This is an optimization exercise on Yosys and OpenROAD, whose aim is small area, not a production implementation.
Where RTL was checked, it was by simulation tests only, not by an equivalence proof against the original.
No activity file was given, so power comes from the tool's default toggle rates.

==> flow/design.v (excerpt) <==
module VS_LR_TOP(
    input CLK,
    input SYS_NRST,
    input BTN_0,
    input BTN_1,
    input UART_RXD,
    output UART_TXD
    );
reg [6:0] P;
wire pwrap = (P == 7'd83);
always @(posedge CLK, negedge SYS_NRST)
    if (!SYS_NRST) P <= 7'd0;
    else P <= pwrap ? 7'd0 : P + 1'b1;
reg [1:0] TD;
wire tick = pwrap & TD[1];
always @(posedge CLK, negedge SYS_NRST)
    if (!SYS_NRST) TD <= 2'd0;
    else if (pwrap) TD <= TD[1] ? 2'd0 : TD + 1'b1;
reg B0, B1;
reg [2:0] C0, C1;
always @(posedge CLK, negedge SYS_NRST)
    if (!SYS_NRST) begin
        B0 <= 1'b0; C0 <= 3'd0;
    end
    else if (BTN_0 == B0) C0 <= 3'd0;
    else if (tick) begin
        if (C0[2] & C0[1]) begin B0 <= BTN_0; C0 <= 3'd0; end
        else C0 <= C0 + 1'b1;
    end
always @(posedge CLK, negedge SYS_NRST)
    if (!SYS_NRST) begin
        B1 <= 1'b0; C1 <= 3'd0;
    end
    else if (BTN_1 == B1) C1 <= 3'd0;
    else if (tick) begin
        if (C1[2] & C1[1]) begin B1 <= BTN_1; C1 <= 3'd0; end
        else C1 <= C1 + 1'b1;
    end
reg [4:0] CNT;
reg TXON;            
reg RSP;             
reg [7:0] T;         
reg [3:0] I;         
reg TXD;             
reg NB;              
reg [7:0] D;         
reg PE, FE;          
reg BR;              
reg [83:0] ACC;
reg [83:0] NR;
assign UART_TXD = TXD;
wire t_end = (T == 8'd159);
wire t_mid = (T == 8'd79);
wire [1:0] sel = {FE ^ B0, PE ^ B1};
  ...
clock: 10.0 ns
lec_check: 0
cap_margin: 20
core_margin: 2
core_utilization: 40
cts_buf_list: sky130_fd_sc_hd__clkbuf_8
place_density: 0.6
slew_margin: 20
run.sh (not shown) runs the stock make flow with config.mk's settings and CLKGATE_MAP_FILE= SYNTH_SCRIPT=/design/flow/synth_recipe.tcl, a recipe that flattens the netlist after the stock synthesis.
Edit:
Settings changed: CTS_BUF_LIST sky130_fd_sc_hd__clkbuf_8 to not set.
- cell area increases by 0.47%
- sequential share of layout area goes down by 0.26 points
- total power rose by 3.3%
- worst hold slack is about the same
- clock power increases by 7.1%
- synthesized cell count does not change
- global-route usage goes down by 0.48 points
No functional check of the RTL was part of any run of this note.


== sierra ==
Another version of the RTL of VS_LR_TOP (not shown whole).
For scale: about 620 cells after synthesis, about 6 I/O pins, roughly 7200 um^2 of cells after synthesis.
Settings: LEC_CHECK=0, CAP_MARGIN=20, CORE_MARGIN=2, CORE_UTILIZATION=40, PLACE_DENSITY=0.6, SLEW_MARGIN=20; clock period 10.0 ns.
standard.sh (not shown) runs the stock make flow with config.mk's settings and CLKGATE_MAP_FILE= SYNTH_SCRIPT=/design/flow/synth_recipe.tcl, a recipe that flattens the netlist after the stock synthesis.
==> flow/flow/run.sh <==
#!/bin/bash
# Own layout flow: the standard flow (standard.sh, unchanged synthesis,
# floorplan, power grid, placement, routing), with two settings changed:
#  - clock tree: no dummy loads, clkbuf_8 leaf buffers, sink clusters of 20
#  - port buffers: buf_1 (the standard flow picks a delay cell)
# Each tool's full output goes to standard.log (make) and the ORFS logs in
# orfs/logs/.
set -euo pipefail
export CTS_ARGS="-sink_clustering_enable -repair_clock_nets -dont_use_dummy_load -buf_list sky130_fd_sc_hd__clkbuf_8 -sink_clustering_size 20 -sink_clustering_max_diameter 50"
export BUFFER_PORTS_ARGS="-buffer_cell sky130_fd_sc_hd__buf_1"
bash standard.sh > standard.log 2>&1
sierra reached the final stage; the timing, DRC and antenna checks on its layout passed.
Changes in nickel relative to sierra:
Settings: CTS_CLUSTER_SIZE: unset -> 20; CTS_BUF_LIST: unset -> sky130_fd_sc_hd__clkbuf_8; CTS_CLUSTER_DIAMETER: unset -> 50.
==> flow/run.sh (new file) <==
#!/bin/bash
# synth_recipe.tcl (not shown) runs the flow's synth.tcl, then flattens the netlist and writes it again
# the make line also repeats each setting of config.mk as NAME=value (left out here)
make -C /OpenROAD-flow-scripts/flow DESIGN_CONFIG=/design/flow/config.mk WORK_HOME=/design/flow/orfs CLKGATE_MAP_FILE= SYNTH_SCRIPT=/design/flow/synth_recipe.tcl finish
removed: flow/flow/run.sh
removed: flow/standard.sh
==> comparison <==
- nickel — routed wire length on met3 1.0% higher, sierra as reference
- Against sierra, total power after layout in nickel came out worse.
- On cell count: nickel sits above sierra.
- Looking at worst setup slack across both flows, nickel is the weaker of the two, with sierra ahead.
Edits applied to the flow inputs when going from nickel to maple:
Settings: clearing CTS_CLUSTER_DIAMETER, which used to be 50; clearing CTS_CLUSTER_SIZE, which used to be 20; clearing CTS_BUF_LIST, which used to be sky130_fd_sc_hd__clkbuf_8.
==> flow/flow/run.sh (new file) <==
#!/bin/bash
# Own layout flow: the standard flow (standard.sh, unchanged synthesis,
# floorplan, power grid, placement, routing), with two settings changed:
#  - clock tree: no dummy loads, clkbuf_8 leaf buffers, sink clusters of 20
#  - port buffers: buf_1 (the standard flow picks a delay cell)
# Each tool's full output goes to standard.log (make) and the ORFS logs in
# orfs/logs/.
set -euo pipefail
export CTS_ARGS="-sink_clustering_enable -repair_clock_nets -dont_use_dummy_load -buf_list {sky130_fd_sc_hd__clkbuf_4 sky130_fd_sc_hd__clkbuf_8} -sink_clustering_size 16 -sink_clustering_max_diameter 45"
export BUFFER_PORTS_ARGS="-buffer_cell sky130_fd_sc_hd__buf_1"
bash standard.sh > standard.log 2>&1
==> flow/standard.sh (new file) <==
#!/bin/bash
# synth_recipe.tcl (not shown) runs the flow's synth.tcl, then flattens the netlist and writes it again
# the make line also repeats each setting of config.mk as NAME=value (left out here)
make -C /OpenROAD-flow-scripts/flow DESIGN_CONFIG=/design/flow/config.mk WORK_HOME=/design/flow/orfs CLKGATE_MAP_FILE= SYNTH_SCRIPT=/design/flow/synth_recipe.tcl "${@:-finish}"
removed: flow/run.sh
[summary]
maple: flow completed, timing, DRC and antenna clean. Delta (maple minus nickel): cell area power density saw a decrease, global-route track usage on met2 saw a decrease. Summary — worst hold-check slack, maple relative to nickel: lower, by 18 ps. Summary of maple over nickel: leakage power of the design decreased about 2%, power consumption decreased 0.076 mW, global-route usage decreased 0.56 points, number of I/O pins essentially unchanged, growth of design area from synthesis to finish decreased 1.7 points.
Relative to maple, the following input files were edited for amber:
-- flow/flow/run.sh --
<<< maple, line 7
# orfs/logs/.
set -euo pipefail
export CTS_ARGS="-sink_clustering_enable -repair_clock_nets -dont_use_dummy_load -buf_list {sky130_fd_sc_hd__clkbuf_4 sky130_fd_sc_hd__clkbuf_8} -sink_clustering_size 16 -sink_clustering_max_diameter 45"
export BUFFER_PORTS_ARGS="-buffer_cell sky130_fd_sc_hd__buf_1"
bash standard.sh > standard.log 2>&1
>>> amber, line 7
# orfs/logs/.
set -euo pipefail
export CTS_ARGS="-sink_clustering_enable -repair_clock_nets -dont_use_dummy_load -buf_list sky130_fd_sc_hd__clkbuf_4 -sink_clustering_size 12 -sink_clustering_max_diameter 40"
export BUFFER_PORTS_ARGS="-buffer_cell sky130_fd_sc_hd__buf_1"
bash standard.sh > standard.log 2>&1
==> summary.txt <==
- Between amber and maple, the final period demand of the worst path does not differ in any meaningful way.
- In terms of worst setup slack, amber and maple differ only marginally.
- Maximum clock frequency: maple vs amber — no meaningful difference
- Comparing global-route wire length before repair for maple and amber, the bigger number came from amber.
- When the final numbers for maple and amber were put side by side, the met2 routed wirelength turned out to be smaller in maple.
- Compared with maple, amber shows a area added between synthesis and finish that is 1.3 points lower.
- Total power consumption of the routed design, amber vs maple: down by a few percent
- [amber vs maple] remaining max-slew budget at the tightest pin: higher in amber

[port drivers added, routing unchanged]
In the flow no input, the clock included, has a driving cell. The finished layouts below were timed again as built, in two steps.
Step 1, drivers: a clkbuf_16 drives CLK and a buf_2 each remaining input, both assumed.
Step 2 also shifts input and output timing later by t, the mid clock arrival at the registers, as if the neighbouring blocks saw the same clock.
Slacks: ideal ports / drivers / drivers and shift; pairs: ideal ports / drivers.
run	t (ns)	setup slack, ns	slew at the worst register clock pin (ns)	worst data-port slew with drivers (ns)	cell pins on the clock port's net
the first run of note 1	0.556	6.391 / 6.351 / 5.859	0.07 / 0.07	0.04	1
the second run of note 1	0.552	6.390 / 6.347 / 5.842	0.06 / 0.06	0.04	1
sierra	0.518	6.647 / 6.647 / 6.567	0.11 / 0.11	0.03	1
nickel	0.534	6.419 / 6.380 / 6.248	0.11 / 0.11	0.04	1
maple	0.512	6.661 / 6.661 / 6.560	0.09 / 0.09	0.03	1
amber	0.609	6.663 / 6.663 / 6.575	0.11 / 0.11	0.03	1
After both steps setup and hold are still met in every run listed. For the second run of note 1, which loses most, drivers alone change the setup slack by -0.043 ns; drivers and shift together by -0.548 ns.
